This is an optimization exercise on Yosys and OpenROAD, whose aim is small area, a short achievable clock period and few clock cycles, not a production implementation.
RTL that was checked went through simulation tests only; none was proved equivalent to the original.
The RTL of runs 4 and 10 was laid out without a check of its function.
Power figures rest on the tool's default switching activity, not on a simulated workload.

### flow/design.v
module huffman(clk, reset, sram_a, sram_d, sram_wen, sram_q, finish);
input            clk;
input            reset;
output     [9:0] sram_a;
output     [7:0] sram_d;
output reg       sram_wen;
input      [7:0] sram_q;
output reg       finish;
reg [7:0] a;           
reg [6:0] X;           
reg       rd, lf, wr;  
reg       s1, s2, sf;  
reg [2:0] k;           
reg       hm;          
reg [6:0] cnt [0:5];
reg [4:0] R   [0:5];
reg [5:0] Q   [0:5];
assign sram_a = {2'b00, a};
assign sram_d = {1'b0, X};
integer s, j;
function lt7(input [6:0] x, input [6:0] y);
    reg [6:0] l, g;
    reg l10, g10, l32, g32, l54, g54, l30, g30, l64, g64;
    begin
        l = ~x & y;
        g = x & ~y;
        l10 = l[1] | (~g[1] & l[0]);  g10 = g[1] | (~l[1] & g[0]);
        l32 = l[3] | (~g[3] & l[2]);  g32 = g[3] | (~l[3] & g[2]);
        l54 = l[5] | (~g[5] & l[4]);  g54 = g[5] | (~l[5] & g[4]);
        l30 = l32 | (~g32 & l10);     g30 = g32 | (~l32 & g10);
        l64 = l[6] | (~g[6] & l54);   g64 = g[6] | (~l[6] & g54);
        lt7 = l64 | (~g64 & l30);
    end
endfunction
function [6:0] inc7(input [6:0] x, input e);
    integer i;
    reg p;
    begin
        p = 1'b1;
        for (i = 0; i < 7; i = i + 1) begin
            inc7[i] = x[i] ^ (e & p);
            p = p & x[i];
        end
    end
endfunction
reg [6:0] n_cnt [0:5];
reg [5:0] lt, in, nw;
reg [4:0] T;
reg [6:0] selA, selB, selL;
reg [5:0] selQ, W;
reg [4:0] Mo, Ho;
reg [6:0] nX;
always @(*) begin
    for (s = 0; s < 6; s = s + 1) begin
        n_cnt[s] = inc7(cnt[s], rd && a != 8'd0 && sram_q[2:0] == s + 1);
        lt[s] = lt7(cnt[s], X);
        in[s] = (rd || lf) ? s < k : !R[s][3];
        nw[s] = (rd || lf) ? s == k : R[s][3];
    end
    for (j = 0; j < 5; j = j + 1) begin
        T[j] = 1'b0;
        for (s = 0; s < 6; s = s + 1)
            if (in[s] && lt[s] && (j == 0 || R[s][j - 1])) T[j] = 1'b1;
    end
    selA = 7'd0; selB = 7'd0; selL = 7'd0; selQ = 6'd0;
    for (s = 0; s < 6; s = s + 1) begin
        if (!R[s][0]) selB = selB | cnt[s];
        if (R[s][0] && !R[s][1]) selA = selA | cnt[s];
        if (k == (s + 5) % 6) selL = selL | cnt[s];
        if (k == s) selQ = selQ | Q[s];
    end
    W = sf ? {Q[0][4:0], !R[0][0]} : selQ;
    for (j = 0; j < 5; j = j + 1) begin
        Mo[j] = |(W >> (j + 1));
        Ho[j] = 1'b0;
        for (s = j + 1; s < 6; s = s + 1)
            if (W[s] && !(|(W >> (s + 1))) && W[s - 1 - j]) Ho[j] = 1'b1;
    end
    if (rd) nX = n_cnt[1];
    else if (lf) nX = selL;
    else if (s1) nX = selA + selB;
    else nX = {2'd0, (wr && hm) ? Mo : Ho};
end
always @(posedge clk) begin
    X <= nX;
    sram_wen <= reset || (rd && a != 8'd100) || s1 || s2;
    finish <= !reset && wr && a == 8'd145;
    for (s = 0; s < 6; s = s + 1) begin
        if (reset) cnt[s] <= 7'd0;
        else if (s2 && R[s][3]) cnt[s] <= X;
        else cnt[s] <= n_cnt[s];
        if (reset) Q[s] <= 6'd1;
        else if (s2 && R[s][3]) Q[s] <= {Q[s][4:0], R[s][4]};
        else if (sf) Q[s] <= {Q[s][4:0], !R[s][0]};
        if (s1) begin
            if (!R[s][1]) R[s] <= {!R[s][0], 4'b1111};
            else R[s] <= {2'b00, R[s][4:2]};
        end else begin
            if (nw[s]) R[s] <= T;
            else R[s] <= R[s] | ({R[s][3:0], 1'b1} & {5{!lt[s]}});
        end
    end
    if (reset) begin
        a <= 8'd0;
        {rd, lf, wr, s1, s2, sf} <= 6'b100000;
        k <= 3'd0;
    end else begin
        s2 <= s1;
        sf <= s2 && k == 3'd3;
        s1 <= (lf && k == 3'd5) || (s2 && k != 3'd3);
        if (rd) begin
            if (a == 8'd100) begin
                rd <= 1'b0;
                lf <= 1'b1;
                k <= 3'd1;
                a <= 8'd129;
            end else begin
                a <= a + 8'd1;
            end
        end
        if (lf) begin
            if (k == 3'd5) begin
                lf <= 1'b0;
                k <= 3'd0;
                a <= 8'd128;
            end else begin
                k <= k + 3'd1;
                a <= a + 8'd1;
            end
        end
        if (s1 || s2) a <= 8'd134;
        if (s2) k <= k + 3'd1;
        if (sf) begin
            wr <= 1'b1;
            k <= 3'd1;
            hm <= 1'b0;
            a <= 8'd134;
        end
        if (wr) begin
            a <= a + 8'd1;
            if (k == 3'd5) begin
                k <= 3'd0;
                hm <= 1'b1;
            end else begin
                k <= k + 3'd1;
            end
        end
    end
end
endmodule
### flow/flow/run.sh
#!/bin/bash
# Own layout flow: the standard synthesis, then the combinational logic
# re-mapped by ABC with its default (area-recovering) script, keeping every
# register instance of the standard synthesis as it is; then the standard
# layout from floorplan to finish on the re-mapped netlist, with every input
# and output port buffered by a plain buffer (sky130_fd_sc_hd__buf_2) rather
# than the delay cell buffer_ports picks by default.
set -euo pipefail
W=$(pwd)
YOSYS=${FLOW_HOME}/../tools/install/yosys/bin/yosys
R=$W/orfs/results/${FLOW_PLATFORM}/huffman/base

bash standard.sh synth > $W/flow_synth.log 2>&1
cp $R/1_2_yosys.v $W/std_synth.v
cd $W
$YOSYS -s $W/flow/remap.ys > $W/flow_remap.log 2>&1
python3 $W/flow/fixports.py $W/remapped0.v $W/remapped.v > $W/flow_fixports.log 2>&1
cp $W/remapped.v $R/1_2_yosys.v
rm -f $R/1_synth.odb
BUFFER_PORTS_ARGS='-buffer_cell sky130_fd_sc_hd__buf_2' bash standard.sh finish > $W/flow_finish.log 2>&1
### flow/flow/fixports.py
#!/usr/bin/env python3
"""Rewrite 'assign <port bits> = <nets>;' in a flat Yosys netlist so that the
nets take the port names: each net named on the right of such an assign is
renamed to the port bit it drives. A net that drives two ports keeps one and
gets a buffer to the other."""
import re, sys

src, dst = sys.argv[1], sys.argv[2]
text = open(src).read()

def split_concat(s):
    s = s.strip()
    if s.startswith('{'):
        return [x.strip() for x in s[1:-1].split(',')]
    return [s]

def expand(items, widths):
    out = []
    for it in items:
        m = re.fullmatch(r'([A-Za-z_][A-Za-z0-9_$]*)\[(\d+):(\d+)\]', it)
        if m:
            n, hi, lo = m.group(1), int(m.group(2)), int(m.group(3))
            step = -1 if hi >= lo else 1
            out += ['%s[%d]' % (n, i) for i in range(hi, lo + step, step)]
        elif it in widths and widths[it] > 1:
            out += ['%s[%d]' % (it, i) for i in range(widths[it] - 1, -1, -1)]
        else:
            out.append(it)
    return out

widths = {}
for m in re.finditer(r'^\s*(?:wire|input|output)\s*\[(\d+):(\d+)\]\s*([A-Za-z_][A-Za-z0-9_$]*)\s*;', text, re.M):
    widths[m.group(3)] = int(m.group(1)) - int(m.group(2)) + 1

ren = {}
bufs = []
keep = []
for m in re.finditer(r'^\s*assign\s+(.*?)\s*=\s*(.*?)\s*;\s*$', text, re.M):
    lhs = expand(split_concat(m.group(1)), widths)
    rhs = expand(split_concat(m.group(2)), widths)
    assert len(lhs) == len(rhs), m.group(0)
    for l, r in zip(lhs, rhs):
        if re.fullmatch(r'_\d+_', r) and r not in ren:
            ren[r] = l
        else:
            bufs.append((r if r not in ren else ren[r], l))
text = re.sub(r'^\s*assign\s+.*?;\s*$\n', '', text, flags=re.M)
for net in ren:
    text = re.sub(r'^\s*wire\s+%s\s*;\s*$\n' % re.escape(net), '', text, flags=re.M)
def sub(m):
    return ren.get(m.group(0), m.group(0))
text = re.sub(r'\b_\d+_\b', sub, text)
extra = ''
for i, (a, b) in enumerate(bufs):
    extra += '  sky130_fd_sc_hd__buf_2 fixport_%d (\n    .A(%s),\n    .X(%s)\n  );\n' % (i, a, b)
text = text.replace('endmodule', extra + 'endmodule', 1)
open(dst, 'w').write(text)
print('renamed', len(ren), 'nets; buffered', len(bufs))
### flow/flow/remap.ys
read_liberty -ignore_miss_func /OpenROAD-flow-scripts/flow/platforms/sky130hd/lib/sky130_fd_sc_hd__tt_025C_1v80.lib
read_verilog std_synth.v
hierarchy -top huffman
setattr -mod -set keep_hierarchy 1 sky130_fd_sc_hd__df* sky130_fd_sc_hd__edf* sky130_fd_sc_hd__conb_1
flatten
rename -hide w:*.*
opt_clean
abc -liberty /OpenROAD-flow-scripts/flow/platforms/sky130hd/lib/sky130_fd_sc_hd__tt_025C_1v80.lib -dont_use *lpflow* -dont_use *probe* -script +strash;dch,-f;map,-D,2500;topo
opt_clean -purge
setundef -zero
hilomap -hicell sky130_fd_sc_hd__conb_1 HI -locell sky130_fd_sc_hd__conb_1 LO
splitnets
opt_clean -purge
select huffman
stat -liberty /OpenROAD-flow-scripts/flow/platforms/sky130hd/lib/sky130_fd_sc_hd__tt_025C_1v80.lib
write_verilog -noattr -selected remapped0.v
### flow/standard.sh
#!/bin/bash
# synth_recipe.tcl (not shown) runs the flow's synth.tcl, then flattens the netlist and writes it again
# the make line also repeats each setting of config.mk as NAME=value (left out here)
make -C /OpenROAD-flow-scripts/flow DESIGN_CONFIG=/design/flow/config.mk WORK_HOME=/design/flow/orfs CLKGATE_MAP_FILE= SYNTH_SCRIPT=/design/flow/synth_recipe.tcl "${@:-finish}"
### flow/config.mk
export PLATFORM = sky130hd
export DESIGN_NAME = huffman
export DESIGN_NICKNAME = huffman
export VERILOG_FILES = /design/flow/design.v
export SDC_FILE = /design/flow/constraint.sdc
export NUM_CORES = 4
export LEC_CHECK = 0
export CAP_MARGIN = 20
export CORE_MARGIN = 2
export CORE_UTILIZATION = 30
export CTS_BUF_LIST = sky130_fd_sc_hd__clkbuf_4 sky130_fd_sc_hd__clkbuf_8
export CTS_CLUSTER_SIZE = 30
export SETUP_SLACK_MARGIN = 4.0
export SLEW_MARGIN = 20
### flow/constraint.sdc
create_clock -name core_clock -period 7.0 [get_ports {clk}]
set_input_delay 1.4000 -clock core_clock [delete_from_list [all_inputs] [get_ports {clk}]]
set_output_delay 1.4000 -clock core_clock [all_outputs]
set_load 0.01 [all_outputs]
==> flow_summary.ini, run 1 <==
[sta]
maxSlewViolCount = 0
hold_slack_ns = 0.462
rsz0062_at_grt = yes
final_hold_viol_count = 0
slew-limit-headroom = 0.510
max_freq_ghz = 0.339
tns_ns = 0
layout_worst_path_cycle_share = 0.421
tightestPinTransition_ns = 0.732
finalCriticalPeriod_ns = 2.95
setup_viol = 0
finClkSkew_ns = 0.0166

[critical_path]
critPathTopFamily = compound AO/OA/AOI/OAI gates
path_cells = clkinv_2, a22oi_1, nand2_1, a211o_2, o21ai_1, nand2_1, clkinv_1, a21oi_1, nand3_1, clkinv_1, a221oi_1
crit_type = reg2reg
worstPathArrival_ns = 3.33
rrSetupSlack_ns = 4.05
worstPathBufferInverterCount = 3
r2r_cells = 11
timing.rr.start = X[3]
cp_max_fo = 12
start_kind = register
slowest_delay_ns = 0.56
r2r_end = R[1][2]
worstPathRequired_ns = 7.38
crit_start = X[3]
endpoint_kind = register
crit_slowest_cell = dfxtp_2
critical_path.endpoint = R[1][2]
crit_cells = 11

[run]
maxCapViolations = 0

[floorplan]
dieHeight_um = 165
rows = 58
core_um2 = 25300
start_util = 0.307
boundaryPins = 30
die-area_um2 = 27200
die_w_um = 165

[clock_network]
path_clk_slew_ns = 0.09
cts_buffers = 17
clk_latency_ns = 0.48
cts_buffer_depth = 2
hold_buffers = 0
cts_htree_levels = 4
clock-root-buffer = clkbuf_8
clock-sinks = 135
cts_tree = done

[cells_and_area]
stdcell_count = 1559
syn2layout_area_growth_pct = 18.5
diodes = 0
final_layout_size_suffix_gt1_frac = 0.151
mostFrequentLayoutCells = 162 x clkinv_1, 145 x nor2_1, 133 x a21oi_1
fin_area_um2 = 9200
fin_nets = 1226
final_common_cell = clkinv_1

[drt]
drt_iter0_drc = 935
vias_per_cell = 5.72
dr.pass1.iters = 5
drtAntennaViolNets = 0
num_vias = 8910
drt_wl_total_um = 29900
wire_per_inst_um = 19.2
drc = 0

[pwr]
combPwrFrac = 0.045
leakage_uw = 0.00310
vdd_drop_max_uv = 92.2
p_clk_frac = 0.457
switching_power_uw = 431
seqPwrFrac = 0.498
p_int_uw = 1120
p_per_area_nw_per_um2 = 169
power.total_uw = 1550
swShare = 0.278

[run_status]
status = timing/DRC/antenna clean

[global_route]
grt_pass1_wl_um = 46000
overflow = 0
grt_pass1_vias = 8111
grt_max_degree = 39
antenna_found_initial = 0
track_usage = 0.222

[yosys]
ys_warn_count = 11
syn_inst = 1151
syn-cell-area_um2 = 7760
synth_area_per_cell_um2 = 6.74

[placement]
hpwl_um = 21600
placedInstanceArea_um2 = 8380
place_congestion = 0.978
io_buffers = 21
dp_cells = 1513

[hold_path]
min_path_type = reg2reg
-- worst reg2reg max path, cell delays in order (launching register included) --
cell	delay, ns
dfxtp_2	0.56
clkinv_2	0.29
a22oi_1	0.22
nand2_1	0.12
a211o_2	0.33
o21ai_1	0.24
nand2_1	0.20
clkinv_1	0.12
a21oi_1	0.07
nand3_1	0.12
clkinv_1	0.25
a221oi_1	0.33
-- metrics by stage --
step,util,worst slack (ns)
floorplan,-,3.95
global placement,0.332,3.12
detailed placement,0.332,3.09
CTS,0.354,3.89
global route,0.364,3.95
finish,0.364,4.05
-- how the worst min path moves through the flow --
stage | start | endpoint | slack (ns) | depth (start not counted)
after CTS | Q[5][1] | Q[5][2] | 0.46 | 2
after detailed placement | Q[5][4] | Q[5][5] | 0.44 | 2
after floorplan | Q[5][0] | Q[5][1] | 0.43 | 2
after global placement | Q[5][1] | Q[5][2] | 0.45 | 2
after global routing | Q[5][1] | Q[5][2] | 0.48 | 2
final | Q[5][1] | Q[5][2] | 0.46 | 2
-- layer usage --
metal	GRT usage	vias up	part of all wire
met5	0	-	0
met4	0.0842	0	0.037
met3	0.0522	82	0.086
met2	0.347	388	0.44
met1	0.296	4179	0.43
li1	-	4261	-
-- state kept, by name (all words and copies together), names as in the netlist --
register / count
s2: 1
sf: 1
hm: 1
lf: 1
sram_wen: 1
Q: 36
k: 3
wr: 1
a: 8
R: 30
finish: 1
cnt: 42
s1: 1
X: 7
rd: 1
-- layout make-up --
| class | instances | area [µm²] |
|---|---|---|
| timing repair buffer | 46 | 293 |
| fill | 2779 | 16100 |
| clock inverter | 15 | 185 |
| tap | 330 | 413 |
| inverter | 199 | 787 |
| clock buffer | 17 | 234 |
| sequential | 135 | 2760 |
| multi-input combinational | 817 | 4530 |
-- power by group through the flow --
stage	registers [µW]	clock network [µW]	logic, µW
floorplan	794	0	35.6
global placement	794	0	60.9
detailed placement	794	0	61.7
CTS	775	721	62.6
global route	774	752	75.5
finish	773	709	69.6
-- what timing repair did --
item,4_1_cts,5_1_grt
setup buffers,0,14
pin swaps,0,7
setup endpoints to repair,45,42
gates resized for setup,63,62
Testbench counts, summed over its fixed seeds: cycles 8,192.
==> run 2, diff against run 1 <==
--- a/flow/flow/remap.ys
+++ b/flow/flow/remap.ys
@@ -5,7 +5,7 @@
 flatten
 rename -hide w:*.*
 opt_clean
-abc -liberty /OpenROAD-flow-scripts/flow/platforms/sky130hd/lib/sky130_fd_sc_hd__tt_025C_1v80.lib -dont_use *lpflow* -dont_use *probe* -script +strash;dch,-f;map,-D,2500;topo
+abc -liberty /OpenROAD-flow-scripts/flow/platforms/sky130hd/lib/sky130_fd_sc_hd__tt_025C_1v80.lib -dont_use *lpflow* -dont_use *probe*
 opt_clean -purge
 setundef -zero
 hilomap -hicell sky130_fd_sc_hd__conb_1 HI -locell sky130_fd_sc_hd__conb_1 LO
--- a/flow/config.mk
+++ b/flow/config.mk
@@ -7,8 +7,8 @@
 export LEC_CHECK = 0
 export CAP_MARGIN = 20
 export CORE_MARGIN = 2
-export CORE_UTILIZATION = 30
+export CORE_UTILIZATION = 50
 export CTS_BUF_LIST = sky130_fd_sc_hd__clkbuf_4 sky130_fd_sc_hd__clkbuf_8
 export CTS_CLUSTER_SIZE = 30
-export SETUP_SLACK_MARGIN = 4.0
+export SETUP_SLACK_MARGIN = 4.5
 export SLEW_MARGIN = 20
==> flow_summary.ini, run 2 <==
[global_route]
track_usage = 0.344
overflow = 0
grt_max_degree = 52
antenna_found_initial = 0
grt_pass1_vias = 7794
grt_pass1_wl_um = 43500

[sta]
setup_viol = 0
tightestPinTransition_ns = 0.744
finClkSkew_ns = 0.0191
layout_worst_path_cycle_share = 0.390
slew-limit-headroom = 0.491
maxSlewViolCount = 0
finalCriticalPeriod_ns = 2.73
rsz0062_at_grt = yes
tns_ns = 0
max_freq_ghz = 0.366
final_hold_viol_count = 0

[cells_and_area]
diodes = 0
mostFrequentLayoutCells = 97 x dfxtp_1, 87 x a21oi_1, 78 x nor2_1
final_common_cell = dfxtp_1
fin_nets = 1054
regMostFlops = cnt
syn2layout_area_growth_pct = 30.6
largest_reg_flops = 42
fillCellCount = 1212
fin_area_um2 = 9810
multi_input_area_um2 = 5320
ff_latch_area_um2 = 2800
final_layout_size_suffix_gt1_frac = 0.289
top_regs = cnt x42, Q x36, R x30

[floorplan]
die-area_um2 = 16000
boundaryPins = 30
die_w_um = 127
rows = 44
start_util = 0.515
core_um2 = 14600
dieHeight_um = 127

[yosys]
syn-cell-area_um2 = 7510
ys_warn_count = 11
syn_inst = 916
synth_area_per_cell_um2 = 8.20

[placement]
place_congestion = 0.989
io_buffers = 21
placedInstanceArea_um2 = 8090
hpwl_um = 18400

[hold_path]
min_path_type = reg2reg
hold_path_depth = 2
hold_start = Q[1][5]

[clock_network]
hold_buffers = 0
cts_htree_levels = 4
clk_latency_ns = 0.47
cts_buffers = 17
cts_tree = done
clock-root-buffer = clkbuf_8
path_clk_slew_ns = 0.08
cts_buffer_depth = 2
clock-sinks = 135

[critical_path]
endpoint_kind = register
timing.rr.start = R[4][0]
r2r_end = X[6]
crit_path_frequent_cell = maj3_2
crit_cells = 11
worstPathRequired_ns = 7.37
worstPathBufferInverterCount = 0
r2r_cells = 11
path_cells = nor2b_4, a222oi_1, and2_4, nor3_2, o211ai_1, a21o_1, nand2_2, maj3_2, maj3_2, xnor2_1, o31ai_1
slowest_delay_ns = 0.38
worstPathArrival_ns = 3.10
crit_slowest_cell = dfxtp_4
cp_max_fo = 6
crit_start = R[4][0]
critPathTopFamily = compound AO/OA/AOI/OAI gates
rrSetupSlack_ns = 4.27
start_kind = register
crit_type = reg2reg
critical_path.endpoint = X[6]

[drt]
drtAntennaViolNets = 0
drc = 0
num_vias = 8465
dr.pass1.iters = 9
drt_wl_total_um = 28400
vias_per_cell = 6.82
wire_per_inst_um = 22.9
drt_iter0_drc = 1046

[pwr]
leakage_uw = 0.00366
vdd_drop_max_uv = 184
p_per_area_nw_per_um2 = 157

[run]
maxCapViolations = 0

[run_status]
status = timing/DRC/antenna clean
-- run 2: repair_timing --
| item | in CTS | in global routing |
|---|---|---|
| gates resized for setup | 130 | 67 |
| setup endpoints to repair | 57 | 90 |
| buffers inserted | 46 | 34 |
| pin swaps | 53 | 51 |
-- run 2: stage by stage --
stage,util,total power [µW],cells,setup WS [ns],hold slack (ns)
floorplan,-,838,918,4.26,0.449
global placement,0.555,861,1129,3.46,0.481
detailed placement,0.555,863,1129,3.33,0.497
CTS,0.639,1530,1207,4.28,0.516
global route,0.673,1580,1241,4.20,0.543
finish,0.673,1540,1241,4.27,0.513
-- run 2: cell type report --
class,instances,area share
Clock buffer,19,0.0254
Clock inverter,13,0.0147
Inverter,38,0.0194
Multi-Input combinational cell,743,0.542
Sequential cell,135,0.285
Tap cell,184,0.0235
Timing Repair Buffer,109,0.0900
-- run 2: routing by layer --
layer	wire, µm	GRT usage
met1	11500	0.473
met2	13200	0.542
met3	2930	0.0780
met4	692	0.0989
met5	0	0
-- run 2: worst min path at each step --
stage,endpoint,slack [ns]
after floorplan,Q[0][0],0.45
after global placement,Q[5][5],0.48
after detailed placement,Q[4][5],0.50
after CTS,Q[4][5],0.52
after global routing,R[3][4],0.54
final,Q[1][5],0.51
-- run 2: tightest hold or removal path: stages (launching register included) --
cell	delay, ns
dfxtp_1	0.33
mux2i_1	0.07
nor2_1	0.08
-- run 2: power by group --
| part | switching [µW] | internal [µW] | total [µW] |
|---|---|---|---|
| registers | 8.58 | 768 | 776 |
| logic | 51.9 | 39.2 | 91.1 |
| clock network | 342 | 329 | 671 |
==> run 3, diff against run 2 <==
--- a/flow/config.mk
+++ b/flow/config.mk
@@ -7,8 +7,8 @@
 export LEC_CHECK = 0
 export CAP_MARGIN = 20
 export CORE_MARGIN = 2
-export CORE_UTILIZATION = 50
+export CORE_UTILIZATION = 30
 export CTS_BUF_LIST = sky130_fd_sc_hd__clkbuf_4 sky130_fd_sc_hd__clkbuf_8
 export CTS_CLUSTER_SIZE = 30
-export SETUP_SLACK_MARGIN = 4.5
+export SETUP_SLACK_MARGIN = 4.3
 export SLEW_MARGIN = 20
==> flow_summary.ini, run 3 <==
[run_status]
status = timing/DRC/antenna clean

[yosys]
syn-cell-area_um2 = 7510
ys_warn_count = 11
synth_area_per_cell_um2 = 8.20
syn_inst = 916

[pwr]
seqPwrFrac = 0.500
vdd_drop_max_uv = 91.0
p_clk_frac = 0.447
p_per_area_nw_per_um2 = 164
p_int_uw = 1180
combPwrFrac = 0.052
leakage_uw = 0.00344
swShare = 0.236
switching_power_uw = 366

[critical_path]
start_kind = register
worstPathRequired_ns = 7.37
r2r_cells = 11
r2r_end = X[6]
timing.rr.start = R[2][0]
endpoint_kind = register
crit_type = reg2reg
worstPathArrival_ns = 3.17
rrSetupSlack_ns = 4.20
cp_max_fo = 5

[hold_path]
min_path_type = reg2reg
hold_start = Q[4][5]
hold_path_depth = 2
whs_endpoint = Q[4][5]

[drt]
num_vias = 8046
drt_iter0_drc = 954
drc = 0
wire_per_inst_um = 19.8
drt_wl_total_um = 26600
dr.pass1.iters = 12
vias_per_cell = 5.98
drtAntennaViolNets = 0

[placement]
place_congestion = 0.931
hpwl_um = 17800
io_buffers = 21
post-place-ws_ns = 3.30

[clock_network]
clock-sinks = 135
cts_tree = done
cts_htree_levels = 4
hold_buffers = 0
clock-root-buffer = clkbuf_8
cts_buffers = 17
clk_latency_ns = 0.47
cts_buffer_depth = 2
path_clk_slew_ns = 0.08

[cells_and_area]
regMostFlops = cnt
final_common_cell = dfxtp_1
ff_latch_area_um2 = 2780
mostFrequentLayoutCells = 107 x dfxtp_1, 103 x a21oi_1, 81 x nor2_1
fin_nets = 1020
multi_input_area_um2 = 5120
syn2layout_area_growth_pct = 25.7
largest_reg_flops = 42
diodes = 0
final_layout_size_suffix_gt1_frac = 0.218
top_regs = cnt x42, Q x36, R x30
fillCellCount = 2475

[floorplan]
die-area_um2 = 26300
die_w_um = 162
core_um2 = 24500
boundaryPins = 30
dieHeight_um = 162
rows = 57
start_util = 0.307

[global_route]
grt_pass1_wl_um = 41300
track_usage = 0.199
grt_max_degree = 52
antenna_found_initial = 0
grt_pass1_vias = 7357
overflow = 0

[run]
maxCapViolations = 0

[sta]
maxSlewViolCount = 0
tns_ns = 0
setup_viol = 0
final_hold_viol_count = 0
setup_slack_ns = 4.20
finalCriticalPeriod_ns = 2.80
tightestPinTransition_ns = 0.776
finClkSkew_ns = 0.0153
slew-limit-headroom = 0.482
rsz0062_at_grt = yes
layout_worst_path_cycle_share = 0.401
max_freq_ghz = 0.357
-- run 3: critical path: stages, from the launching register on --
cell      delay, ns
dfxtp_4        0.37
nor2b_4        0.16
buf_4          0.14
a222oi_1       0.31
nand2_1        0.15
o211ai_1       0.26
a21o_1         0.18
nand2_2        0.07
maj3_2         0.33
maj3_2         0.35
xnor2_2        0.15
o31ai_2        0.22
-- run 3: layout make-up --
cell class	count	share of cell area
multi-input combinational	743	0.542
sequential	135	0.294
timing repair buffer	75	0.0570
tap	324	0.0429
clock buffer	23	0.0309
inverter	38	0.0197
clock inverter	8	0.0130
-- run 3: metrics by stage --
step | hold WS (ns) | instance area [µm²] | utilization | instances | total power [µW]
final | 0.501 | 9450 | 0.386 | 1346 | 1550
after global routing | 0.542 | 9450 | 0.386 | 1346 | 1600
after CTS | 0.507 | 9130 | 0.373 | 1336 | 1560
after detailed placement | 0.488 | 8130 | 0.332 | 1269 | 860
after global placement | 0.480 | 8130 | 0.332 | 1269 | 860
after floorplan | 0.449 | 7570 | - | 918 | 836
-- run 3: worst max-delay path by stage --
| stage | from | slack [ns] | depth (start not counted) | to |
|---|---|---|---|---|
| 6_report | R[2][0] | 4.20 | 11 | X[6] |
| 5_1_grt | R[2][0] | 4.01 | 11 | X[6] |
| 3_3_place_gp | cnt[5][1] | 3.27 | 10 | R[1][0] |
| 2_1_floorplan | sram_q[0] | 4.25 | 8 | cnt[0][5] |
| 3_5_place_dp | cnt[5][1] | 3.30 | 10 | R[4][0] |
| 4_1_cts | R[3][0] | 4.28 | 11 | X[6] |
-- run 3: repair_timing --
item / in CTS / in global routing
endpoints found under the setup margin: 41 / 47
resized for setup: 102 / 59
buffers inserted: 36 / 10
pin swaps: 23 / 30
cloned: 0 / 0
-- run 3: power by group through the flow --
| stage | Clock, µW | Sequential (µW) | Combinational, µW |
|---|---|---|---|
| detailed placement | 0 | 799 | 61.3 |
| global route | 739 | 776 | 87.8 |
| global placement | 0 | 799 | 60.9 |
| floorplan | 0 | 797 | 38.7 |
| CTS | 707 | 776 | 75.2 |
| finish | 693 | 776 | 80.9 |
-- run 3: per-layer routing --
layer  track usage  vias to the layer above  part of all wire
met5             0                        -                 0
met2         0.313                      354              0.45
met1         0.270                     3867              0.44
li1              -                     3746                 -
met4        0.0788                        0             0.033
met3        0.0370                       79             0.073
==> run 4, diff against run 3 <==
--- a/flow/design.v
+++ b/flow/design.v
@@ -32,17 +32,6 @@
         lt7 = l64 | (~g64 & l30);
     end
 endfunction
-function [6:0] inc7(input [6:0] x, input e);
-    integer i;
-    reg p;
-    begin
-        p = 1'b1;
-        for (i = 0; i < 7; i = i + 1) begin
-            inc7[i] = x[i] ^ (e & p);
-            p = p & x[i];
-        end
-    end
-endfunction
 reg [6:0] n_cnt [0:5];
 reg [5:0] lt, in, nw;
 reg [4:0] T;
@@ -52,7 +41,7 @@
 reg [6:0] nX;
 always @(*) begin
     for (s = 0; s < 6; s = s + 1) begin
-        n_cnt[s] = inc7(cnt[s], rd && a != 8'd0 && sram_q[2:0] == s + 1);
+        n_cnt[s] = cnt[s] + {6'd0, rd && a != 8'd0 && sram_q[2:0] == s + 1};
         lt[s] = lt7(cnt[s], X);
         in[s] = (rd || lf) ? s < k : !R[s][3];
         nw[s] = (rd || lf) ? s == k : R[s][3];
@@ -97,7 +86,7 @@
             else R[s] <= {2'b00, R[s][4:2]};
         end else begin
             if (nw[s]) R[s] <= T;
-            else R[s] <= R[s] | ({R[s][3:0], 1'b1} & {5{!lt[s]}});
+            else if (!lt[s]) R[s] <= {R[s][3:0], 1'b1};
         end
     end
     if (reset) begin
==> flow_summary.ini, run 4 <==
[run_status]
status = timing/DRC/antenna clean

[cells_and_area]
fillCellCount = 2595
final_common_cell = nand2_1
diodes = 0
regMostFlops = cnt
final_layout_size_suffix_gt1_frac = 0.227
mostFrequentLayoutCells = 91 x nand2_1, 89 x nor2_1, 83 x dfxtp_1
syn2layout_area_growth_pct = 27.0
stdcell_count = 1407
fin_nets = 1074
largest_reg_flops = 42
top_regs = cnt x42, Q x36, R x30

[sta]
finalCriticalPeriod_ns = 2.92
maxSlewViolCount = 0
final_hold_viol_count = 0
setup_viol = 0
finClkSkew_ns = 0.0202
tns_ns = 0
tightestPinTransition_ns = 0.844
layout_worst_path_cycle_share = 0.417
max_freq_ghz = 0.343
rsz0062_at_grt = yes
slew-limit-headroom = 0.432

[clock_network]
clock-root-buffer = clkbuf_8
path_clk_slew_ns = 0.09
cts_buffer_depth = 2
cts_htree_levels = 4
clk_latency_ns = 0.49
clock-sinks = 135
cts_buffers = 17
cts_tree = done

[drt]
drc = 0
vias_per_cell = 5.95
dr.pass1.iters = 6
drt_iter0_drc = 1007
num_vias = 8368
drt_wl_total_um = 29400
drtAntennaViolNets = 0
wire_per_inst_um = 20.9

[global_route]
antenna_found_initial = 0
grt_max_degree = 50
track_usage = 0.217
grt_pass1_wl_um = 44800
grt_pass1_vias = 7698
overflow = 0

[yosys]
ys_warn_count = 11
syn_inst = 938
syn-cell-area_um2 = 7750
synth_area_per_cell_um2 = 8.26

[placement]
place_congestion = 0.955
dp_cells = 1297
io_buffers = 21
hpwl_um = 19300

[hold_path]
hold_path_depth = 2
min_path_type = reg2reg

[floorplan]
start_util = 0.307
dieHeight_um = 165
core_um2 = 25300
die-area_um2 = 27100
die_w_um = 165
boundaryPins = 30
rows = 58

[critical_path]
endpoint_kind = register
crit_type = reg2reg
cp_max_fo = 6
worstPathArrival_ns = 3.15
worstPathRequired_ns = 7.23
r2r_cells = 12
start_kind = register

[run]
maxCapViolations = 0

[pwr]
p_per_area_nw_per_um2 = 159
vdd_drop_max_uv = 96.6
leakage_uw = 0.00372
[run 4: worst paths after layout]
| kind | from | end | slack, ns |
|---|---|---|---|
| hold / removal | Q[0][5] | Q[0][5] | 0.50 |
| setup / recovery | cnt[2][0] | R[5][1] | 4.08 |
| setup reg to reg | cnt[2][0] | R[5][1] | 4.08 |
| hold reg to reg | Q[0][5] | Q[0][5] | 0.50 |
[run 4: layer usage]
metal | vias to the layer above | track usage | part of all wire
li1 | 3838 | - | -
met1 | 3934 | 0.295 | 0.41
met2 | 482 | 0.335 | 0.45
met3 | 114 | 0.0434 | 0.10
met4 | 0 | 0.0953 | 0.042
met5 | - | 0 | 0
[run 4: what timing repair did]
action                                  4_1_cts  5_1_grt
pin swaps                                    31       21
gates resized for setup                      75       63
setup buffers                                60       18
hold buffers                                  0        0
endpoints found under the setup margin       87       81
hold endpoints to repair                      0        0
[run 4: layout make-up]
cell class / count / area [µm²] / area share
sequential: 135 / 3060 / 0.311
multi-input combinational: 758 / 4970 / 0.505
inverter: 45 / 199 / 0.0202
clock buffer: 19 / 255 / 0.0259
clock inverter: 13 / 155 / 0.0158
tap: 330 / 413 / 0.0420
timing repair buffer: 107 / 787 / 0.0800
[run 4: power breakdown]
part | switching (µW) | total, µW | leakage [µW] | internal [µW]
clock network | 373 | 715 | 0.000214 | 342
logic | 33.8 | 52.5 | 0.00238 | 18.7
registers | 6.20 | 800 | 0.00112 | 794
total | 413 | 1570 | 0.00372 | 1150
[run 4: metrics by stage]
step	instance area (µm²)	total power (µW)	util	worst slack [ns]	hold slack [ns]
detailed placement	8400	868	0.333	3.11	0.486
CTS	9500	1570	0.376	4.13	0.508
floorplan	7840	848	-	4.27	0.451
finish	9840	1570	0.390	4.08	0.504
global route	9840	1620	0.390	3.95	0.535
global placement	8400	867	0.333	3.07	0.480
[run 4: critical path: stages, from the launching register on]
cell	delay (ns)
dfxtp_4	0.38
nand2b_4	0.12
o221ai_2	0.10
a222oi_1	0.36
o22ai_1	0.19
maj3_2	0.39
o211a_1	0.17
buf_6	0.13
a222oi_1	0.28
nand2_1	0.17
a21oi_4	0.20
buf_6	0.14
a21oi_2	0.05
==> run 5, diff against run 4 <==
--- a/flow/design.v
+++ b/flow/design.v
@@ -86,7 +86,7 @@
             else R[s] <= {2'b00, R[s][4:2]};
         end else begin
             if (nw[s]) R[s] <= T;
-            else if (!lt[s]) R[s] <= {R[s][3:0], 1'b1};
+            else R[s] <= R[s] | ({R[s][3:0], 1'b1} & {5{!lt[s]}});
         end
     end
     if (reset) begin
--- a/flow/config.mk
+++ b/flow/config.mk
@@ -7,8 +7,8 @@
 export LEC_CHECK = 0
 export CAP_MARGIN = 20
 export CORE_MARGIN = 2
-export CORE_UTILIZATION = 30
+export CORE_UTILIZATION = 50
 export CTS_BUF_LIST = sky130_fd_sc_hd__clkbuf_4 sky130_fd_sc_hd__clkbuf_8
 export CTS_CLUSTER_SIZE = 30
-export SETUP_SLACK_MARGIN = 4.3
+export SETUP_SLACK_MARGIN = 4.0
 export SLEW_MARGIN = 20
==> flow_summary.ini, run 5 <==
[cells_and_area]
multi_input_area_um2 = 5040
ff_latch_area_um2 = 2750
final_util = 0.588
mostFrequentLayoutCells = 119 x dfxtp_1, 104 x a21oi_1, 102 x nor2_1
largest_reg_flops = 42
final_layout_size_suffix_gt1_frac = 0.124
fillCellCount = 1407
fin_nets = 1049
final_common_cell = dfxtp_1
regMostFlops = cnt
diodes = 0
syn2layout_area_growth_pct = 15.7
fin_area_um2 = 8910
top_regs = cnt x42, Q x36, R x30

[floorplan]
boundaryPins = 30
die-area_um2 = 16400
dieHeight_um = 128
core_um2 = 15100
start_util = 0.509
rows = 45
die_w_um = 128

[sta]
layout_worst_path_cycle_share = 0.423
tightestPinTransition_ns = 0.958
finalCriticalPeriod_ns = 2.96
tns_ns = 0
setup_viol = 0
hold_slack_ns = 0.469
final_hold_viol_count = 0
maxSlewViolCount = 0
finClkSkew_ns = 0.0157
rsz0062_at_grt = yes
slew-limit-headroom = 0.361
max_freq_ghz = 0.338

[global_route]
track_usage = 0.326
grt_pass1_vias = 7570
overflow = 0
grt_max_degree = 58
antenna_found_initial = 0
grt_pass1_wl_um = 41600

[drt]
drtAntennaViolNets = 0
drt_iter0_drc = 1146
drt_wl_total_um = 26700
drc = 0
vias_per_cell = 6.73
dr.pass1.iters = 8
num_vias = 8341
wire_per_inst_um = 21.6

[run]
maxCapViolations = 0

[clock_network]
cts_buffer_depth = 2
clk_latency_ns = 0.48
path_clk_slew_ns = 0.09
cts_htree_levels = 4
clock-sinks = 135
cts_tree = done
cts_buffers = 17
clock-root-buffer = clkbuf_8
hold_buffers = 0

[placement]
hpwl_um = 18500
place_congestion = 0.942
io_buffers = 21
placedInstanceArea_um2 = 8150

[pwr]
leakage_uw = 0.00329
seqPwrFrac = 0.513
swShare = 0.280
p_per_area_nw_per_um2 = 170
switching_power_uw = 425
vdd_drop_max_uv = 128
power.total_uw = 1520
combPwrFrac = 0.041
p_int_uw = 1090
p_clk_frac = 0.446

[critical_path]
start_kind = register
endpoint_kind = register
path_cells = nor2_1, buf_4, nor2_1, a2111oi_0, buf_4, or4_1, nor3_4, buf_4, a21oi_1
crit_slowest_cell = dfxtp_2
crit_type = reg2reg
critPathTopFamily = simple AND/OR/NAND/NOR gates
slowest_delay_ns = 0.54
cp_max_fo = 20
crit_path_frequent_cell = buf_4
worstPathArrival_ns = 3.30
rrSetupSlack_ns = 4.04
worstPathRequired_ns = 7.34
worstPathBufferInverterCount = 3

[hold_path]
min_path_type = reg2reg

[yosys]
ys_warn_count = 11
syn-cell-area_um2 = 7700
synth_area_per_cell_um2 = 7.93
syn_inst = 971

[run_status]
status = timing/DRC/antenna clean
## run 5: path summary, 6_finish.rpt
check	startpoint	end	cells past startpoint
setup / recovery	lf	R[5][0]	9
hold / removal	Q[2][4]	Q[2][4]	2
setup reg to reg	lf	R[5][0]	9
hold reg to reg	Q[2][4]	Q[2][4]	2
## run 5: what timing repair did
| item | in CTS | in global routing |
|---|---|---|
| endpoints found under the setup margin | 35 | 29 |
| hold endpoints to repair | 0 | 0 |
| gates resized for setup | 40 | 30 |
| setup buffers | 9 | 4 |
| pin swaps | 1 | 4 |
## run 5: worst reg2reg max path, delay by kind of cell (launching register included)
kind                   cells  cell delay [ns]
buffers and inverters      3             0.64
AO/OA/AOI/OAI              2             0.21
AND/OR/NAND/NOR            4             1.45
flip-flops                 1             0.54
## run 5: layout make-up
| cell class | instances | area share |
|---|---|---|
| well taps | 188 | 0.0264 |
| clock inverters | 15 | 0.0191 |
| multi-input cells | 794 | 0.566 |
| repair buffers | 49 | 0.0358 |
| clock buffers | 17 | 0.0263 |
| inverters | 42 | 0.0184 |
| flip-flops and latches | 135 | 0.308 |
## run 5: metal layers
metal	vias to the layer above	wire, µm	GRT usage
li1	3866	-	-
met1	3947	11100	0.436
met2	443	12000	0.506
met3	85	2450	0.0651
met4	0	1190	0.157
met5	-	0	0
## run 5: per-stage QoR
step,setup WS [ns],cells
after floorplan,4.10,973
after global placement,3.19,1195
after detailed placement,3.16,1195
after CTS,4.01,1236
after global routing,3.95,1240
final,4.04,1240
## run 5: power groups by stage
| stage | Sequential (µW) | Clock (µW) | Combinational [µW] |
|---|---|---|---|
| after floorplan | 797 | 0 | 35.7 |
| after global placement | 799 | 0 | 55.8 |
| after detailed placement | 799 | 0 | 56.9 |
| after CTS | 779 | 684 | 58.4 |
| after global routing | 780 | 716 | 69.0 |
| final | 779 | 677 | 63.0 |
Testbench counts of run 5, summed over its fixed seeds: cycles 8,192.
==> run 6, diff against run 5 <==
--- a/flow/config.mk
+++ b/flow/config.mk
@@ -10,5 +10,5 @@
 export CORE_UTILIZATION = 50
 export CTS_BUF_LIST = sky130_fd_sc_hd__clkbuf_4 sky130_fd_sc_hd__clkbuf_8
 export CTS_CLUSTER_SIZE = 30
-export SETUP_SLACK_MARGIN = 4.0
+export SETUP_SLACK_MARGIN = 4.5
 export SLEW_MARGIN = 20
==> flow_summary.ini, run 6 <==
[drt]
num_vias = 8986
vias_per_cell = 6.86
drc = 0
drt_iter0_drc = 1251
drtAntennaViolNets = 0
drt_wl_total_um = 30200
dr.pass1.iters = 9
wire_per_inst_um = 23.0

[hold_path]
min_path_type = reg2reg

[critical_path]
crit_start = R[4][0]
cp_max_fo = 4
endpoint_kind = register
rrSetupSlack_ns = 4.29
worstPathArrival_ns = 3.11
critical_path.endpoint = X[6]
r2r_end = X[6]
start_kind = register
crit_type = reg2reg
r2r_cells = 11
worstPathRequired_ns = 7.40
timing.rr.start = R[4][0]

[floorplan]
core_um2 = 15100
dieHeight_um = 128
rows = 45
start_util = 0.509
die_w_um = 128
boundaryPins = 30
die-area_um2 = 16400

[clock_network]
hold_buffers = 0
clk_latency_ns = 0.48
cts_htree_levels = 4
cts_tree = done
clock-sinks = 135
cts_buffer_depth = 2
cts_buffers = 17
clock-root-buffer = clkbuf_8
path_clk_slew_ns = 0.10

[sta]
tightestPinTransition_ns = 0.901
setup_viol = 0
tns_ns = 0
setup_slack_ns = 4.29
rsz0062_at_grt = yes
max_freq_ghz = 0.368
slew-limit-headroom = 0.397
final_hold_viol_count = 0
finalCriticalPeriod_ns = 2.71
maxSlewViolCount = 0
finClkSkew_ns = 0.0137
layout_worst_path_cycle_share = 0.388

[global_route]
grt_pass1_vias = 8288
track_usage = 0.364
grt_max_degree = 58
antenna_found_initial = 0
overflow = 0
grt_pass1_wl_um = 46000

[run_status]
status = timing/DRC/antenna clean

[pwr]
vdd_drop_max_uv = 152
leakage_uw = 0.00380
p_per_area_nw_per_um2 = 154

[placement]
place_congestion = 0.966
post-place-ws_ns = 3.64
hpwl_um = 19100
io_buffers = 21

[yosys]
synth_area_per_cell_um2 = 7.93
syn-cell-area_um2 = 7700
ys_warn_count = 11
syn_inst = 971

[cells_and_area]
largest_reg_flops = 42
regMostFlops = cnt
fin_nets = 1118
diodes = 0
final_common_cell = a21oi_1
mostFrequentLayoutCells = 93 x a21oi_1, 92 x dfxtp_1, 92 x nor2_1
syn2layout_area_growth_pct = 33.7
final_layout_size_suffix_gt1_frac = 0.292
top_regs = cnt x42, Q x36, R x30

[run]
maxCapViolations = 0
-- run 6: timing repair --
| item | CTS | global route |
|---|---|---|
| setup buffers | 52 | 35 |
| gates resized for setup | 126 | 108 |
| endpoints found under the setup margin | 83 | 75 |
| gates cloned | 1 | 0 |
| pin swaps | 40 | 56 |
-- run 6: per-layer routing --
layer | GRT usage | wire length, µm
met4 | 0.189 | 1800
met2 | 0.574 | 13700
met5 | 0 | 0
met1 | 0.458 | 11700
met3 | 0.0939 | 3040
-- run 6: worst min path at each step --
stage	startpoint	end	slack (ns)	cells past startpoint
after floorplan	Q[2][1]	Q[2][1]	0.43	2
after global placement	Q[2][4]	Q[2][4]	0.46	2
after detailed placement	Q[2][4]	Q[2][4]	0.46	2
after CTS	Q[2][4]	Q[2][4]	0.47	2
after global routing	Q[2][4]	Q[2][4]	0.52	2
final	Q[2][4]	Q[2][4]	0.48	2
-- run 6: through the flow --
step           total power, µW  instances  area [µm²]  utilization  hold WS (ns)
6_report                  1580       1309       10300        0.680         0.480
5_1_grt                   1630       1309       10300        0.680         0.516
4_1_cts                   1580       1274        9590        0.633         0.473
3_5_place_dp               860       1189        8290        0.547         0.457
3_3_place_gp               859       1189        8290        0.547         0.455
2_1_floorplan              836        973        7890            -         0.434
-- run 6: cell type report --
| class | instances | area (µm²) |
|---|---|---|
| clock buffer | 18 | 248 |
| clock inverter | 14 | 183 |
| fill | 1230 | 4850 |
| inverter | 42 | 178 |
| multi-input combinational | 794 | 5640 |
| sequential | 135 | 2830 |
| tap | 188 | 235 |
| timing repair buffer | 118 | 992 |
-- run 6: where the power goes --
part	total (µW)	switching [µW]	internal, µW	leakage [µW]
Combinational	95.1	52.8	42.4	0.00248
Clock	717	373	344	0.000213
Sequential	773	8.37	764	0.00111
-- run 6: worst max-delay path, stage by stage, from the launching register on --
cell	delay [ns]
dfxtp_4	0.37
nor2b_4	0.26
buf_6	0.14
a222oi_1	0.07
and2_1	0.21
nand4_1	0.18
a31oi_4	0.13
maj3_2	0.34
maj3_2	0.34
maj3_2	0.34
xnor2_2	0.14
o21ai_1	0.12
==> run 7, diff against run 6 <==
--- a/flow/config.mk
+++ b/flow/config.mk
@@ -7,8 +7,8 @@
 export LEC_CHECK = 0
 export CAP_MARGIN = 20
 export CORE_MARGIN = 2
-export CORE_UTILIZATION = 50
+export CORE_UTILIZATION = 40
 export CTS_BUF_LIST = sky130_fd_sc_hd__clkbuf_4 sky130_fd_sc_hd__clkbuf_8
 export CTS_CLUSTER_SIZE = 30
-export SETUP_SLACK_MARGIN = 4.5
+export SETUP_SLACK_MARGIN = 4.2
 export SLEW_MARGIN = 20
==> flow_summary.ini, run 7 <==
[run_status]
status = timing/DRC/antenna clean

[cells_and_area]
largest_reg_flops = 42
final_common_cell = dfxtp_1
final_layout_size_suffix_gt1_frac = 0.167
top_regs = cnt x42, Q x36, R x30
mostFrequentLayoutCells = 108 x dfxtp_1, 104 x a21oi_1, 97 x nor2_1
diodes = 0
fin_nets = 1061
regMostFlops = cnt
syn2layout_area_growth_pct = 19.8
fillCellCount = 1861

[clock_network]
cts_htree_levels = 4
clock-sinks = 135
cts_tree = done
clk_latency_ns = 0.48
path_clk_slew_ns = 0.09
cts_buffer_depth = 2
clock-root-buffer = clkbuf_8
hold_buffers = 0
cts_buffers = 17

[drt]
drt_wl_total_um = 26800
dr.pass1.iters = 12
vias_per_cell = 6.25
num_vias = 8279
drtAntennaViolNets = 0
drc = 0
wire_per_inst_um = 20.2
drt_iter0_drc = 977

[pwr]
p_int_uw = 1060
seqPwrFrac = 0.520
power.total_uw = 1490
vdd_drop_max_uv = 122
p_clk_frac = 0.427
p_per_area_nw_per_um2 = 162
switching_power_uw = 431
swShare = 0.289
combPwrFrac = 0.053
leakage_uw = 0.00335

[hold_path]
hold_path_depth = 2
min_path_type = reg2reg
hold_start = Q[2][4]
whs_endpoint = Q[2][4]

[critical_path]
start_kind = input pin
r2r_cells = 10
worstPathRequired_ns = 7.36
timing.rr.start = cnt[2][1]
crit_type = in2reg
endpoint_kind = register
rrSetupSlack_ns = 4.24
cp_max_fo = 5
r2r_end = R[2][0]
worstPathArrival_ns = 3.13

[sta]
finalCriticalPeriod_ns = 2.77
max_freq_ghz = 0.361
setup_viol = 0
tightestPinTransition_ns = 0.997
setup_slack_ns = 4.23
maxSlewViolCount = 0
final_hold_viol_count = 0
tns_ns = 0
rsz0062_at_grt = yes
layout_worst_path_cycle_share = 0.396
slew-limit-headroom = 0.335
hold_slack_ns = 0.467
finClkSkew_ns = 0.0123

[yosys]
syn-cell-area_um2 = 7700
syn_inst = 971
ys_warn_count = 11
synth_area_per_cell_um2 = 7.93

[placement]
io_buffers = 21
post-place-ws_ns = 3.19
hpwl_um = 18300
place_congestion = 0.937

[global_route]
grt_pass1_vias = 7428
track_usage = 0.263
overflow = 0
antenna_found_initial = 0
grt_pass1_wl_um = 41500
grt_max_degree = 58

[floorplan]
die-area_um2 = 20400
start_util = 0.409
die_w_um = 143
dieHeight_um = 143
core_um2 = 18800
rows = 50
boundaryPins = 30

[run]
maxCapViolations = 0
==> run 7: layout make-up <==
class                   instances  area, µm²  share of cell area
well taps                     260        325              0.0352
clock inverters                15        135              0.0146
inverters                      42        176              0.0191
flip-flops and latches        135       2780               0.301
repair buffers                 61        425              0.0461
multi-input cells             794       5160               0.559
clock buffers                  17        234              0.0253
==> run 7: power groups by stage <==
stage                     Clock (µW)  Combinational, µW  Sequential, µW
after CTS                        642               65.3             778
after global routing             678               83.8             777
after floorplan                    0               36.3             797
final                            637               79.1             776
after detailed placement           0               60.1             798
after global placement             0               59.9             799
==> run 7: worst max path at each step <==
stage | startpoint | endpoint | slack [ns]
final | sram_q[1] | X[6] | 4.23
after CTS | X[5] | R[1][2] | 4.19
after floorplan | R[4][0] | X[6] | 4.22
after global placement | k[2] | X[0] | 3.20
after global routing | sram_q[1] | X[6] | 4.10
after detailed placement | k[2] | X[0] | 3.19
==> run 7: timing repair <==
action                                  4_1_cts  5_1_grt
buffers inserted                             17       16
resized for setup                            63       48
endpoints found under the setup margin       40       36
pin swaps                                     4       14
==> run 7: through the flow <==
step | cells | utilization | instance area (µm²)
after floorplan | 973 | - | 7750
after global placement | 1259 | 0.437 | 8230
after detailed placement | 1259 | 0.437 | 8230
after CTS | 1308 | 0.474 | 8920
after global routing | 1324 | 0.490 | 9230
final | 1324 | 0.490 | 9230
==> run 7: per-layer routing <==
layer	up-vias	wire (µm)	global-route usage
li1	3890	-	-
met1	3923	12200	0.371
met2	400	11600	0.395
met3	66	2090	0.0513
met4	0	837	0.0980
met5	-	0	0
==> run 7: critical path, cell delays in order <==
cell and delay (ns):
buf_2 0.11, o211ai_1 0.17, nor4_2 0.47, and3_4 0.29
nand3_1 0.15, nor2_1 0.15, xnor2_1 0.17, o22a_1 0.15
o21ai_0 0.06
==> run 8, diff against run 7 <==
--- a/flow/config.mk
+++ b/flow/config.mk
@@ -7,8 +7,8 @@
 export LEC_CHECK = 0
 export CAP_MARGIN = 20
 export CORE_MARGIN = 2
-export CORE_UTILIZATION = 40
+export CORE_UTILIZATION = 30
 export CTS_BUF_LIST = sky130_fd_sc_hd__clkbuf_4 sky130_fd_sc_hd__clkbuf_8
 export CTS_CLUSTER_SIZE = 30
-export SETUP_SLACK_MARGIN = 4.2
+export SETUP_SLACK_MARGIN = 4.4
 export SLEW_MARGIN = 20
==> flow_summary.ini, run 8 <==
[sta]
layout_worst_path_cycle_share = 0.381
max_freq_ghz = 0.375
rsz0062_at_grt = yes
finClkSkew_ns = 0.0129
hold_slack_ns = 0.469
maxSlewViolCount = 0
slew-limit-headroom = 0.500
setup_viol = 0
tns_ns = 0
final_hold_viol_count = 0
finalCriticalPeriod_ns = 2.67
tightestPinTransition_ns = 0.750

[clock_network]
hold_buffers = 0
cts_tree = done
clock-sinks = 135
clk_latency_ns = 0.47
cts_buffers = 17
path_clk_slew_ns = 0.08
cts_buffer_depth = 2
cts_htree_levels = 4
clock-root-buffer = clkbuf_8

[pwr]
swShare = 0.241
p_int_uw = 1200
power.total_uw = 1580
p_clk_frac = 0.458
vdd_drop_max_uv = 122
switching_power_uw = 382
combPwrFrac = 0.052
p_per_area_nw_per_um2 = 161
leakage_uw = 0.00354
seqPwrFrac = 0.489

[global_route]
overflow = 0
grt_pass1_vias = 7669
grt_max_degree = 58
grt_pass1_wl_um = 43300
antenna_found_initial = 0
track_usage = 0.207

[drt]
dr_wl_met2_um = 12700
routed-wl-met3_um = 2730
top_layer = met4
drc = 0
drt_iter0_drc = 998
drt_wl_total_um = 28300
wirelength_met1_um = 11900
dr.pass1.iters = 10
drtAntennaViolNets = 0
num_vias = 8431
wire_per_inst_um = 19.9
vias_per_cell = 5.95

[hold_path]
hold_start = Q[2][4]
whs_endpoint = Q[2][4]
min_path_type = reg2reg
hold_path_depth = 2

[floorplan]
boundaryPins = 30
die-area_um2 = 27000
core_um2 = 25200
rows = 58
start_util = 0.306
dieHeight_um = 164
die_w_um = 164

[critical_path]
r2r_cells = 11
endpoint_kind = register
worstPathRequired_ns = 7.36
timing.rr.start = X[1]
r2r_end = R[1][0]
worstPathArrival_ns = 3.03
start_kind = register
cp_max_fo = 6
crit_type = reg2reg
rrSetupSlack_ns = 4.33

[cells_and_area]
multi_input_area_um2 = 5350
diodes = 0
syn2layout_area_growth_pct = 27.3
final_layout_size_suffix_gt1_frac = 0.226
mostFrequentLayoutCells = 100 x dfxtp_1, 97 x a21oi_1, 95 x nor2_1
final_common_cell = dfxtp_1
stdcell_count = 1417
top_regs = cnt x42, Q x36, R x30
ff_latch_area_um2 = 2800
fin_nets = 1085
regMostFlops = cnt
largest_reg_flops = 42
fillCellCount = 2560

[yosys]
ys_warn_count = 11
syn-cell-area_um2 = 7700
syn_inst = 971
synth_area_per_cell_um2 = 7.93

[run]
maxCapViolations = 0

[placement]
hpwl_um = 18500
place_congestion = 0.928
io_buffers = 21
dp_cells = 1331

[run_status]
status = timing/DRC/antenna clean
==> run 8: routing by layer <==
metal | vias up | GRT usage
li1 | 3939 | -
met3 | 74 | 0.0611
met5 | - | 0
met4 | 0 | 0.0809
met1 | 4049 | 0.272
met2 | 369 | 0.318
==> run 8: worst max-delay path by stage <==
stage                         start      end  slack (ns)  cells after the start
after floorplan           sram_q[1]     X[6]        4.28                      8
after global placement    cnt[4][1]  R[1][0]        3.56                     10
after detailed placement  cnt[4][1]  R[1][0]        3.56                     10
after CTS                      X[3]  R[4][1]        4.38                      9
after global routing           X[1]  R[1][0]        4.23                     11
final                          X[1]  R[1][0]        4.33                     11
==> run 8: metrics by stage <==
| stage | cell area, µm² | util | worst slack (ns) |
|---|---|---|---|
| floorplan | 7850 | - | 4.28 |
| global placement | 8430 | 0.335 | 3.56 |
| detailed placement | 8430 | 0.335 | 3.56 |
| CTS | 9400 | 0.373 | 4.38 |
| global route | 9800 | 0.389 | 4.23 |
| finish | 9800 | 0.389 | 4.33 |
==> run 8: layout make-up <==
class | instances | area share
Clock inverter | 8 | 0.0121
Multi-Input combinational cell | 794 | 0.546
Clock buffer | 23 | 0.0316
Sequential cell | 135 | 0.286
Timing Repair Buffer | 85 | 0.0633
Tap cell | 330 | 0.0421
Inverter | 42 | 0.0193
==> run 8: critical path: stages (launching register included) <==
cell	delay (ns)
dfxtp_4	0.37
buf_6	0.13
nor2b_1	0.10
o221ai_1	0.13
a22oi_1	0.24
o221ai_2	0.16
a2bb2oi_4	0.27
a2111oi_4	0.10
or4_4	0.54
nor3_4	0.28
a211o_1	0.17
nand3_1	0.07
==> run 8: power by group through the flow <==
stage / Sequential (µW) / Combinational (µW) / Clock, µW
finish: 774 / 83.0 / 725
global route: 775 / 89.4 / 769
CTS: 775 / 76.1 / 732
detailed placement: 799 / 60.8 / 0
global placement: 799 / 60.6 / 0
floorplan: 797 / 37.7 / 0
==> run 8: what timing repair did <==
item | 4_1_cts | 5_1_grt
pin swaps | 19 | 17
setup buffers | 33 | 22
endpoints found under the setup margin | 52 | 46
gates cloned | 0 | 0
resized for setup | 91 | 66
==> run 9, diff against run 8 <==
--- a/flow/config.mk
+++ b/flow/config.mk
@@ -10,5 +10,5 @@
 export CORE_UTILIZATION = 30
 export CTS_BUF_LIST = sky130_fd_sc_hd__clkbuf_4 sky130_fd_sc_hd__clkbuf_8
 export CTS_CLUSTER_SIZE = 30
-export SETUP_SLACK_MARGIN = 4.4
+export SETUP_SLACK_MARGIN = 4.3
 export SLEW_MARGIN = 20
==> flow_summary.ini, run 9 <==
[cells_and_area]
final_util = 0.381
largest_reg_flops = 42
fillCellCount = 2573
top_regs = cnt x42, Q x36, R x30
final_layout_size_suffix_gt1_frac = 0.205
regMostFlops = cnt
fin_nets = 1080
syn2layout_area_growth_pct = 24.6
final_common_cell = a21oi_1
mostFrequentLayoutCells = 103 x a21oi_1, 101 x dfxtp_1, 95 x nor2_1
diodes = 0

[floorplan]
boundaryPins = 30
rows = 58
die-area_um2 = 27000
start_util = 0.306
die_w_um = 164
dieHeight_um = 164
core_um2 = 25200

[critical_path]
cp_max_fo = 16
r2r_end = R[0][2]
worstPathRequired_ns = 7.35
endpoint_kind = register
r2r_cells = 10
worstPathArrival_ns = 3.01
crit_type = reg2reg
rrSetupSlack_ns = 4.34
timing.rr.start = lf
start_kind = register

[clock_network]
path_clk_slew_ns = 0.09
clock-root-buffer = clkbuf_8
cts_buffers = 17
clk_latency_ns = 0.46
hold_buffers = 0
cts_buffer_depth = 2
cts_htree_levels = 4
clock-sinks = 135
cts_tree = done

[yosys]
syn-cell-area_um2 = 7700
ys_warn_count = 11
syn_inst = 971
synth_area_per_cell_um2 = 7.93

[sta]
tightestPinTransition_ns = 1.02
finClkSkew_ns = 0.0113
layout_worst_path_cycle_share = 0.380
tns_ns = 0
final_hold_viol_count = 0
maxSlewViolCount = 0
setup_viol = 0
slew-limit-headroom = 0.321
finalCriticalPeriod_ns = 2.66
setup_slack_ns = 4.34
max_freq_ghz = 0.376
rsz0062_at_grt = yes
hold_slack_ns = 0.469

[global_route]
grt_max_degree = 58
antenna_found_initial = 0
grt_pass1_wl_um = 43200
overflow = 0
grt_pass1_vias = 7599
track_usage = 0.206

[drt]
drc = 0
drt_iter0_drc = 1167
dr.pass1.iters = 8
vias_per_cell = 5.94
drtAntennaViolNets = 0
wire_per_inst_um = 19.9
drt_wl_total_um = 28100
num_vias = 8391

[pwr]
leakage_uw = 0.00343
swShare = 0.275
p_per_area_nw_per_um2 = 151
combPwrFrac = 0.054
p_int_uw = 1050
vdd_drop_max_uv = 99.0
power.total_uw = 1450
p_clk_frac = 0.411
switching_power_uw = 399
seqPwrFrac = 0.535

[placement]
hpwl_um = 18500
io_buffers = 21
place_congestion = 0.921
post-place-ws_ns = 3.38

[hold_path]
min_path_type = reg2reg
whs_endpoint = Q[2][4]
hold_start = Q[2][4]
hold_path_depth = 2

[run_status]
status = timing/DRC/antenna clean

[run]
maxCapViolations = 0
==> run 9: layout make-up <==
cell class	instances	area [µm²]	area share
multi-input cells	794	5300	0.552
clock buffers	18	241	0.0252
repair buffers	80	586	0.0610
flip-flops and latches	135	2790	0.290
clock inverters	13	103	0.0107
inverters	42	171	0.0179
well taps	330	413	0.0430
==> run 9: timing repair <==
item | in CTS | in global routing
setup buffers | 30 | 18
resized for setup | 85 | 55
pin swaps | 11 | 27
endpoints found under the setup margin | 42 | 40
==> run 9: layer usage <==
metal  part of all wire  up-vias  global-route usage
met3              0.088       83              0.0606
met2               0.44      390               0.315
li1                   -     3913                   -
met5                  0        -                   0
met4              0.033        0              0.0706
met1               0.44     4005               0.276
==> run 9: worst max-delay path, cell delays in order (launching register included) <==
cell,delay (ns)
dfxtp_2,0.55
clkinv_1,0.29
nand2_1,0.29
nor2_1,0.07
nor2_1,0.17
nor3_2,0.09
buf_4,0.17
a22o_1,0.19
or3_4,0.42
o32ai_1,0.25
nor2_1,0.06
==> run 9: power by group through the flow <==
stage	sequential [µW]	combinational (µW)	clock (µW)
2_1_floorplan	797	37.3	0
3_3_place_gp	798	59.4	0
3_5_place_dp	798	59.6	0
4_1_cts	776	70.9	603
5_1_grt	776	85.5	637
6_report	775	79.0	595
==> run 9: worst max-delay path by stage <==
| stage | start | endpoint | slack, ns | depth (start not counted) |
|---|---|---|---|---|
| finish | lf | R[0][2] | 4.34 | 10 |
| floorplan | sram_q[1] | X[6] | 4.24 | 8 |
| global placement | X[0] | R[1][0] | 3.43 | 10 |
| global route | cnt[0][3] | R[0][2] | 4.20 | 9 |
| detailed placement | X[0] | R[1][0] | 3.38 | 10 |
| CTS | X[1] | R[1][0] | 4.29 | 10 |
==> run 9: through the flow <==
step / cell area (µm²) / cells
after global placement: 8400 / 1333
after CTS: 9250 / 1394
final: 9600 / 1412
after global routing: 9600 / 1412
after floorplan: 7810 / 973
after detailed placement: 8400 / 1333
==> run 10, diff against run 9 <==
--- a/flow/design.v
+++ b/flow/design.v
@@ -12,6 +12,7 @@
 reg       s1, s2, sf;  
 reg [2:0] k;           
 reg       hm;          
+reg [2:0] qr;          
 reg [6:0] cnt [0:5];
 reg [4:0] R   [0:5];
 reg [5:0] Q   [0:5];
@@ -32,6 +33,17 @@
         lt7 = l64 | (~g64 & l30);
     end
 endfunction
+function [6:0] inc7(input [6:0] x, input e);
+    integer i;
+    reg p;
+    begin
+        p = 1'b1;
+        for (i = 0; i < 7; i = i + 1) begin
+            inc7[i] = x[i] ^ (e & p);
+            p = p & x[i];
+        end
+    end
+endfunction
 reg [6:0] n_cnt [0:5];
 reg [5:0] lt, in, nw;
 reg [4:0] T;
@@ -41,7 +53,7 @@
 reg [6:0] nX;
 always @(*) begin
     for (s = 0; s < 6; s = s + 1) begin
-        n_cnt[s] = cnt[s] + {6'd0, rd && a != 8'd0 && sram_q[2:0] == s + 1};
+        n_cnt[s] = inc7(cnt[s], rd && a[7:1] != 7'd0 && qr == s + 1);
         lt[s] = lt7(cnt[s], X);
         in[s] = (rd || lf) ? s < k : !R[s][3];
         nw[s] = (rd || lf) ? s == k : R[s][3];
@@ -71,8 +83,9 @@
     else nX = {2'd0, (wr && hm) ? Mo : Ho};
 end
 always @(posedge clk) begin
+    qr <= sram_q[2:0];
     X <= nX;
-    sram_wen <= reset || (rd && a != 8'd100) || s1 || s2;
+    sram_wen <= reset || (rd && a != 8'd101) || s1 || s2;
     finish <= !reset && wr && a == 8'd145;
     for (s = 0; s < 6; s = s + 1) begin
         if (reset) cnt[s] <= 7'd0;
@@ -98,7 +111,7 @@
         sf <= s2 && k == 3'd3;
         s1 <= (lf && k == 3'd5) || (s2 && k != 3'd3);
         if (rd) begin
-            if (a == 8'd100) begin
+            if (a == 8'd101) begin
                 rd <= 1'b0;
                 lf <= 1'b1;
                 k <= 3'd1;
--- a/flow/config.mk
+++ b/flow/config.mk
@@ -7,8 +7,8 @@
 export LEC_CHECK = 0
 export CAP_MARGIN = 20
 export CORE_MARGIN = 2
-export CORE_UTILIZATION = 30
+export CORE_UTILIZATION = 50
 export CTS_BUF_LIST = sky130_fd_sc_hd__clkbuf_4 sky130_fd_sc_hd__clkbuf_8
 export CTS_CLUSTER_SIZE = 30
-export SETUP_SLACK_MARGIN = 4.3
+export SETUP_SLACK_MARGIN = 4.6
 export SLEW_MARGIN = 20
==> flow_summary.ini, run 10 <==
[floorplan]
die_w_um = 128
core_um2 = 15100
start_util = 0.507
boundaryPins = 30
rows = 45
die-area_um2 = 16300
dieHeight_um = 128

[cells_and_area]
largest_reg_flops = 42
final_layout_size_suffix_gt1_frac = 0.308
mostFrequentLayoutCells = 101 x dfxtp_1, 95 x a21oi_1, 94 x nor2_1
regMostFlops = cnt
syn2layout_area_growth_pct = 34.7
multi_input_area_um2 = 5550
ff_latch_area_um2 = 2860
fin_nets = 1097
final_common_cell = dfxtp_1
top_regs = cnt x42, Q x36, R x30
diodes = 0
fillCellCount = 1203

[pwr]
leakage_uw = 0.00392
p_per_area_nw_per_um2 = 160
vdd_drop_max_uv = 185

[run]
maxCapViolations = 0

[critical_path]
start_kind = register
slowest_delay_ns = 0.43
crit_slowest_cell = dfxtp_4
worstPathRequired_ns = 7.38
critPathTopFamily = adder cells
crit_type = reg2reg
worstPathBufferInverterCount = 1
worstPathArrival_ns = 3.35
endpoint_kind = register
path_cells = nand2b_4, maj3_2, maj3_2, maj3_2, maj3_2, a21oi_4, o22ai_4, a211oi_4, buf_4, a222oi_1, and2_4, a211oi_2
cp_max_fo = 7
crit_path_frequent_cell = maj3_2

[clock_network]
cts_buffer_depth = 2
cts_htree_levels = 4
clk_latency_ns = 0.47
clock-root-buffer = clkbuf_8
clock-sinks = 138
hold_buffers = 0
cts_tree = done
path_clk_slew_ns = 0.09
cts_buffers = 17

[sta]
finalCriticalPeriod_ns = 2.96
slew-limit-headroom = 0.542
max_freq_ghz = 0.337
tns_ns = 0
final_hold_viol_count = 0
layout_worst_path_cycle_share = 0.423
finClkSkew_ns = 0.0101
maxSlewViolCount = 0
rsz0062_at_grt = yes
hold_slack_ns = 0.508
tightestPinTransition_ns = 0.680
setup_viol = 0

[global_route]
antenna_found_initial = 0
grt_max_degree = 51
overflow = 0
grt_pass1_wl_um = 45600
track_usage = 0.363
grt_pass1_vias = 8056

[yosys]
syn-cell-area_um2 = 7650
synth_area_per_cell_um2 = 8.05
ys_warn_count = 11
syn_inst = 951

[drt]
dr.pass1.iters = 10
drtAntennaViolNets = 0
wire_per_inst_um = 23.6
num_vias = 8790
drt_wl_total_um = 30400
vias_per_cell = 6.82
drt_iter0_drc = 1283
drc = 0

[run_status]
status = timing/DRC/antenna clean

[placement]
io_buffers = 21
place_congestion = 0.926
hpwl_um = 19300

[hold_path]
min_path_type = reg2reg
-- run 10: repair_timing --
item | in CTS | in global routing
endpoints found under the setup margin | 78 | 83
pin swaps | 53 | 38
setup buffers | 69 | 18
gates cloned | 1 | 0
gates resized for setup | 185 | 86
-- run 10: final timing paths --
kind / cells past startpoint / start / to / slack [ns]
max: 12 / X[0] / R[5][1] / 4.04
min: 2 / Q[0][5] / Q[0][5] / 0.51
min reg2reg: 2 / Q[0][5] / Q[0][5] / 0.51
max reg2reg: 12 / X[0] / R[5][1] / 4.04
-- run 10: metal layers --
layer,part of all wire,wire length [µm],global-route usage
met1,0.40,12100,0.486
met2,0.46,13900,0.565
met3,0.10,3110,0.0710
met4,0.044,1340,0.173
met5,0,0,0
-- run 10: metrics by stage --
step           worst slack [ns]  cell area [µm²]  utilization  std cells  total power, µW
6_report                   4.04            10300        0.683       1288             1650
5_1_grt                    3.96            10300        0.683       1288             1690
4_1_cts                    4.11             9780        0.648       1270             1640
3_5_place_dp               3.28             8150        0.540       1168              872
3_3_place_gp               3.35             8150        0.540       1168              871
2_1_floorplan              4.21             7760            -        953              850
-- run 10: cell type report --
cell class / count / area share
clock inverters: 15 / 0.0219
inverters: 42 / 0.0199
repair inverters: 1 / 0.000850
clock buffers: 17 / 0.0227
repair buffers: 116 / 0.0954
flip-flops and latches: 138 / 0.278
multi-input cells: 771 / 0.539
well taps: 188 / 0.0228
-- run 10: worst register-to-register path, delay by kind of cell (launching register included) --
| kind | cells | cell delay, ns |
|---|---|---|
| DFF | 1 | 0.43 |
| AOI/OAI and AO/OA | 5 | 0.74 |
| and+or+nand+nor | 2 | 0.30 |
| adders and majority gates | 4 | 1.25 |
| buffers and inverters | 1 | 0.17 |
-- run 10: where the power goes --
part           total [µW]  switching [µW]  internal (µW)  leakage [µW]
sequential            792            7.77            784       0.00113
clock                 763             388            375      0.000232
combinational        91.5            51.0           40.5       0.00256

Setup slack of run 10, layout unchanged: 4.036 ns with ideal ports, 4.036 ns with driving cells assumed (clock clkbuf_16, inputs buf_2), 4.036 ns with port delays also shifted by the 0.502 ns mid clock arrival.
